This is an optimization exercise on Yosys and OpenROAD, whose aim is small area, a short achievable clock period and few clock cycles, not a production implementation.
Only simulation tests tie the RTL to the original design; equivalence was not proved.

==> flow/design.v (excerpt) <==
module keccak(clk, reset, in, in_ready, is_last, byte_num, buffer_full, out, out_ready);
Size: roughly 12000 cells after synthesis, about 120000 sq um of cells after synthesis.
clock: 5.5 ns
lec_check: 0
cap_margin: 30
core_margin: 2
core_utilization: 40
gpl_routability_driven: 1
gpl_timing_driven: 1
place_density: 0.5
setup_slack_margin: 2.75
slew_margin: 30
synth_hierarchical: 1
standard.sh (not shown) runs the stock make flow with config.mk's settings and CLKGATE_MAP_FILE= SYNTH_SCRIPT=/design/flow/synth_recipe.tcl, a recipe that flattens the netlist after the stock synthesis.
==> flow/flow/run.sh <==
#!/bin/bash
# The standard ORFS flow (the standard.sh): synthesis unchanged, then the
# layout with plain buffers instead of delay cells on the ports, a clock tree
# without dummy loads, and no x4 XOR cells (timing repair buffers long nets
# instead). The make output goes to synth.log and flow.log; each ORFS step keeps
# its own log under orfs/logs.
set -euo pipefail
bash standard.sh synth > synth.log 2>&1
# the platform's don't-use list plus the x4 XOR cells
dont=$(python3 -c 'import re,sys; s=open(sys.argv[1]).read(); m=re.search(r"export DONT_USE_CELLS \+=((?:.*\\\n)*.*\n)", s); print(" ".join(m.group(1).replace("\\\n", " ").split()))' "$FLOW_HOME/platforms/sky130hd/config.mk")
dont="$dont sky130_fd_sc_hd__xor2_4 sky130_fd_sc_hd__xnor2_4 sky130_fd_sc_hd__buf_12 sky130_fd_sc_hd__buf_16 sky130_fd_sc_hd__xor2_2 sky130_fd_sc_hd__xnor2_2 sky130_fd_sc_hd__buf_6 sky130_fd_sc_hd__nor2b_4 sky130_fd_sc_hd__nor2_4 sky130_fd_sc_hd__and2_4 sky130_fd_sc_hd__dfxtp_4"
echo "DONT_USE_CELLS=$dont" > dont_use.log
export BUFFER_PORTS_ARGS="-buffer_cell sky130_fd_sc_hd__buf_2"
export GLOBAL_PLACEMENT_ARGS="-timing_driven_nets_percentage 100 -timing_driven_net_weight_max 8 -timing_driven_net_reweight_overflow {79 64 49 29 20}"
export SKIP_GATE_CLONING=1
export CTS_ARGS="-sink_clustering_enable -repair_clock_nets -dont_use_dummy_load -sink_clustering_size 20 -sink_clustering_max_diameter 80"
bash standard.sh "DONT_USE_CELLS=$dont" finish > flow.log 2>&1
The starting point produced a clean layout.
Testbench counts at the start, summed over its fixed seeds: cycles 7,376.
Next try:
--- a/flow/flow/run.sh
+++ b/flow/flow/run.sh
@@ -9,9 +9,8 @@
 # the platform's don't-use list plus the x4 XOR cells
 dont=$(python3 -c 'import re,sys; s=open(sys.argv[1]).read(); m=re.search(r"export DONT_USE_CELLS \+=((?:.*\\\n)*.*\n)", s); print(" ".join(m.group(1).replace("\\\n", " ").split()))' "$FLOW_HOME/platforms/sky130hd/config.mk")
-dont="$dont sky130_fd_sc_hd__xor2_4 sky130_fd_sc_hd__xnor2_4 sky130_fd_sc_hd__buf_12 sky130_fd_sc_hd__buf_16 sky130_fd_sc_hd__xor2_2 sky130_fd_sc_hd__xnor2_2 sky130_fd_sc_hd__buf_6 sky130_fd_sc_hd__nor2b_4 sky130_fd_sc_hd__nor2_4 sky130_fd_sc_hd__and2_4 sky130_fd_sc_hd__dfxtp_4"
+dont="$dont sky130_fd_sc_hd__xor2_4 sky130_fd_sc_hd__xnor2_4 sky130_fd_sc_hd__buf_12 sky130_fd_sc_hd__buf_16 sky130_fd_sc_hd__xor2_2 sky130_fd_sc_hd__xnor2_2 sky130_fd_sc_hd__buf_8"
 echo "DONT_USE_CELLS=$dont" > dont_use.log
 export BUFFER_PORTS_ARGS="-buffer_cell sky130_fd_sc_hd__buf_2"
 export GLOBAL_PLACEMENT_ARGS="-timing_driven_nets_percentage 100 -timing_driven_net_weight_max 8 -timing_driven_net_reweight_overflow {79 64 49 29 20}"
-export SKIP_GATE_CLONING=1
 export CTS_ARGS="-sink_clustering_enable -repair_clock_nets -dont_use_dummy_load -sink_clustering_size 20 -sink_clustering_max_diameter 80"
 bash standard.sh "DONT_USE_CELLS=$dont" finish > flow.log 2>&1
--- a/flow/config.mk
+++ b/flow/config.mk
@@ -12,5 +12,5 @@
 export GPL_TIMING_DRIVEN = 1
 export PLACE_DENSITY = 0.5
-export SETUP_SLACK_MARGIN = 2.75
+export SETUP_SLACK_MARGIN = 2.5
 export SLEW_MARGIN = 30
 export SYNTH_HIERARCHICAL = 1
What happened: Hold slack is worse by 0.020 ns. Cell area goes down by about 6%. Area after synthesis stays the same.

========
keccak again, from the RTL that the note above started with.
==> flow/config.mk <==
export PLATFORM = sky130hd
export DESIGN_NAME = keccak
export DESIGN_NICKNAME = keccak
export VERILOG_FILES = /design/flow/design.v
export SDC_FILE = /design/flow/constraint.sdc
export NUM_CORES = 8
export LEC_CHECK = 0
export CAP_MARGIN = 30
export CORE_MARGIN = 2
export CORE_UTILIZATION = 40
export GPL_ROUTABILITY_DRIVEN = 1
export GPL_TIMING_DRIVEN = 1
export PLACE_DENSITY = 0.5
export SETUP_SLACK_MARGIN = 2.75
export SLEW_MARGIN = 30
export SYNTH_HIERARCHICAL = 1
==> flow/constraint.sdc <==
create_clock -name core_clock -period 5.5 [get_ports {clk}]
set_input_delay 1.1000 -clock core_clock [delete_from_list [all_inputs] [get_ports {clk}]]
set_output_delay 1.1000 -clock core_clock [all_outputs]
set_load 0.01 [all_outputs]
==> flow/flow/run.sh <==
#!/bin/bash
# The standard ORFS flow (the standard.sh) with the standard synthesis
# unchanged; for the layout steps only:
# - plain buf_2 cells (not delay cells) as the port buffers;
# - timing-driven global placement weighting every net by its criticality;
# - a clock tree without dummy loads.
# The make output goes to synth.log and flow.log; each ORFS step keeps its own
# log under orfs/logs.
set -euo pipefail
bash standard.sh synth > synth.log 2>&1
# the platform's don't-use list plus the cells above
dont=$(python3 -c 'import re,sys; s=open(sys.argv[1]).read(); m=re.search(r"export DONT_USE_CELLS \+=((?:.*\\\n)*.*\n)", s); print(" ".join(m.group(1).replace("\\\n", " ").split()))' "$FLOW_HOME/platforms/sky130hd/config.mk")
dont="$dont sky130_fd_sc_hd__xor2_4 sky130_fd_sc_hd__xnor2_4 sky130_fd_sc_hd__buf_12 sky130_fd_sc_hd__buf_16 sky130_fd_sc_hd__xor2_2 sky130_fd_sc_hd__xnor2_2"
echo "DONT_USE_CELLS=$dont" > dont_use.log
export BUFFER_PORTS_ARGS="-buffer_cell sky130_fd_sc_hd__buf_2"
export GLOBAL_PLACEMENT_ARGS="-timing_driven_nets_percentage 100 -timing_driven_net_weight_max 8 -timing_driven_net_reweight_overflow {79 64 49 29 20}"
export SKIP_GATE_CLONING=1
export CTS_ARGS="-sink_clustering_enable -repair_clock_nets -dont_use_dummy_load -sink_clustering_size 20 -sink_clustering_max_diameter 80"
bash standard.sh "DONT_USE_CELLS=$dont" finish > flow.log 2>&1
Testbench counts at the start, summed over its fixed seeds: cycles 7,376.
Change:
- CORE_UTILIZATION: 40 -> 50
- PLACE_DENSITY: 0.5 -> 0.6
Outcome: Setup slack loses 290 ps; die area shrinks by about a fifth; utilization goes up by 12 points; global-route usage rose by 7.9 points; cell area went down slightly; maximum frequency falls by a little under a tenth; worst hold slack gains 54 ps; synthesized area stays the same; via count increases by a few percent.
Change:
==> flow/flow/run.sh (replaced) <==
#!/bin/bash
# The standard ORFS flow (the standard.sh): synthesis unchanged, then the
# layout with plain buffers instead of delay cells on the ports, a clock tree
# without dummy loads, and no x4 XOR cells (timing repair buffers long nets
# instead). The make output goes to synth.log and flow.log; each ORFS step keeps
# its own log under orfs/logs.
set -euo pipefail
bash standard.sh synth > synth.log 2>&1
# the platform's don't-use list plus the x4 XOR cells
dont=$(python3 -c 'import re,sys; s=open(sys.argv[1]).read(); m=re.search(r"export DONT_USE_CELLS \+=((?:.*\\\n)*.*\n)", s); print(" ".join(m.group(1).replace("\\\n", " ").split()))' "$FLOW_HOME/platforms/sky130hd/config.mk")
dont="$dont sky130_fd_sc_hd__xor2_4 sky130_fd_sc_hd__xnor2_4 sky130_fd_sc_hd__buf_12 sky130_fd_sc_hd__buf_16 sky130_fd_sc_hd__xor2_2 sky130_fd_sc_hd__xnor2_2 sky130_fd_sc_hd__buf_8 sky130_fd_sc_hd__nor2b_4 sky130_fd_sc_hd__nor2_4 sky130_fd_sc_hd__and2_4 sky130_fd_sc_hd__dfxtp_4"
echo "DONT_USE_CELLS=$dont" > dont_use.log
export BUFFER_PORTS_ARGS="-buffer_cell sky130_fd_sc_hd__buf_2"
export GLOBAL_PLACEMENT_ARGS="-timing_driven_nets_percentage 100 -timing_driven_net_weight_max 8 -timing_driven_net_reweight_overflow {79 64 49 29 20}"
export CTS_ARGS="-sink_clustering_enable -repair_clock_nets -dont_use_dummy_load -sink_clustering_size 20 -sink_clustering_max_diameter 80"
bash standard.sh "DONT_USE_CELLS=$dont" finish > flow.log 2>&1
- CORE_UTILIZATION: 50 -> 40
- PLACE_DENSITY: 0.6 -> 0.5
Outcome: The changed run finished with timing, DRC and antenna clean. Die area came out higher by 25%. Routed wire length is higher by 8.8%. Sequential share of layout area goes down by 0.37 points. Via count fell by 2.4%. Global-route usage decreases by 7.7 points. Setup slack gets better by 140 ps. Fmax grows by 4.5%.
Change:
--- a/flow/flow/run.sh
+++ b/flow/flow/run.sh
@@ -9,5 +9,5 @@
 # the platform's don't-use list plus the x4 XOR cells
 dont=$(python3 -c 'import re,sys; s=open(sys.argv[1]).read(); m=re.search(r"export DONT_USE_CELLS \+=((?:.*\\\n)*.*\n)", s); print(" ".join(m.group(1).replace("\\\n", " ").split()))' "$FLOW_HOME/platforms/sky130hd/config.mk")
-dont="$dont sky130_fd_sc_hd__xor2_4 sky130_fd_sc_hd__xnor2_4 sky130_fd_sc_hd__buf_12 sky130_fd_sc_hd__buf_16 sky130_fd_sc_hd__xor2_2 sky130_fd_sc_hd__xnor2_2 sky130_fd_sc_hd__buf_8 sky130_fd_sc_hd__nor2b_4 sky130_fd_sc_hd__nor2_4 sky130_fd_sc_hd__and2_4 sky130_fd_sc_hd__dfxtp_4"
+dont="$dont sky130_fd_sc_hd__xor2_4 sky130_fd_sc_hd__xnor2_4"
 echo "DONT_USE_CELLS=$dont" > dont_use.log
 export BUFFER_PORTS_ARGS="-buffer_cell sky130_fd_sc_hd__buf_2"
The new run completed without violations. Flip-flop and latch count does not change. Setup slack is better by 150 ps. Maximum frequency went up by 5.0%. First-iteration DRC count went down by about 9%. Wire length is about the same. Global-route usage went up by 0.81 points. Hold slack stays flat. Final cell count went down by about 5.6%. Clock-buffer cell count went down by 1.
Change:
--- a/flow/flow/run.sh
+++ b/flow/flow/run.sh
@@ -9,5 +9,5 @@
 # the platform's don't-use list plus the x4 XOR cells
 dont=$(python3 -c 'import re,sys; s=open(sys.argv[1]).read(); m=re.search(r"export DONT_USE_CELLS \+=((?:.*\\\n)*.*\n)", s); print(" ".join(m.group(1).replace("\\\n", " ").split()))' "$FLOW_HOME/platforms/sky130hd/config.mk")
-dont="$dont sky130_fd_sc_hd__xor2_4 sky130_fd_sc_hd__xnor2_4"
+dont="$dont sky130_fd_sc_hd__xor2_4 sky130_fd_sc_hd__xnor2_4 sky130_fd_sc_hd__buf_12 sky130_fd_sc_hd__buf_16 sky130_fd_sc_hd__xor2_2 sky130_fd_sc_hd__xnor2_2"
 echo "DONT_USE_CELLS=$dont" > dont_use.log
 export BUFFER_PORTS_ARGS="-buffer_cell sky130_fd_sc_hd__buf_2"
Routed wire length hardly moves.
Count of clock-buffer cells in the layout came out lower by 3.
Maximum frequency is about the same.
Setup slack improves by 5.5 ps.
Synthesized cell count is unchanged.
Sequential share of layout area is higher by 2.7 points.
Register-to-register slack is about the same.
Via count rose by 2.6%.
Change:
==> flow/flow/run.sh (replaced) <==
#!/bin/bash
# The standard ORFS flow (the standard.sh): synthesis unchanged, then the
# layout with plain buffers instead of delay cells on the ports, a clock tree
# without dummy loads, and no x4 XOR cells (timing repair buffers long nets
# instead). The make output goes to synth.log and flow.log; each ORFS step keeps
# its own log under orfs/logs.
set -euo pipefail
bash standard.sh synth > synth.log 2>&1
export DONT_USE_CELLS="sky130_fd_sc_hd__xor2_4 sky130_fd_sc_hd__xnor2_4"
export BUFFER_PORTS_ARGS="-buffer_cell sky130_fd_sc_hd__buf_2"
export CTS_ARGS="-sink_clustering_enable -repair_clock_nets -dont_use_dummy_load -sink_clustering_size 20 -sink_clustering_max_diameter 80"
bash standard.sh > flow.log 2>&1
- SETUP_SLACK_MARGIN: 2.75 -> 3.0
What happened: With this change the flow never finished: it broke off in 5_1_grt, error GRT-0232. Area after synthesis stays the same. Synthesized cell count is unchanged.

afterwards: timing with drivers on the ports:
Ports are ideal in the flow. The routed layouts listed here were re-timed in OpenROAD. Step 1: set_driving_cell puts a clkbuf_16 on clk and a buf_2 on each other input, an assumption about the parent block. Step 2 also shifts input and output timing later by t, the mid clock arrival at the registers, as if the neighbouring blocks saw the same clock. Slacks: ideal / step 1 / step 2; pairs: ideal / step 1.
| run | shift t [ns] | slack for setup (ns) | hold WS [ns] | worst register clock-pin slew, ns | pins driven straight from the clock port |
|---|---|---|---|---|---|
| the first run of note 1 | 1.028 | 2.517 / 2.517 / 1.649 | 0.476 / 0.476 / 0.476 | 0.10 / 0.10 | 1 |
| the second run of note 1 | 1.015 | 2.255 / 2.255 / 1.446 | 0.456 / 0.456 / 0.456 | 0.10 / 0.10 | 1 |
| the first run of note 2 | 1.029 | 2.561 / 2.561 / 1.774 | 0.476 / 0.476 / 0.476 | 0.10 / 0.10 | 1 |
| the second run of note 2 | 0.973 | 2.273 / 2.273 / 1.646 | 0.530 / 0.530 / 0.530 | 0.10 / 0.10 | 1 |
| the third run of note 2 | 1.032 | 2.412 / 2.418 / 1.425 | 0.501 / 0.501 / 0.501 | 0.10 / 0.10 | 1 |
| the fourth run of note 2 | 1.021 | 2.559 / 2.559 / 1.654 | 0.498 / 0.498 / 0.498 | 0.10 / 0.10 | 1 |
| the fifth run of note 2 | 1.024 | 2.565 / 2.559 / 1.610 | 0.475 / 0.475 / 0.475 | 0.09 / 0.09 | 1 |
After both steps setup and hold are still met in every run listed. The setup slack of the third run of note 2, which loses most, moves by +0.006 ns with the drivers and by -0.987 ns with both steps.
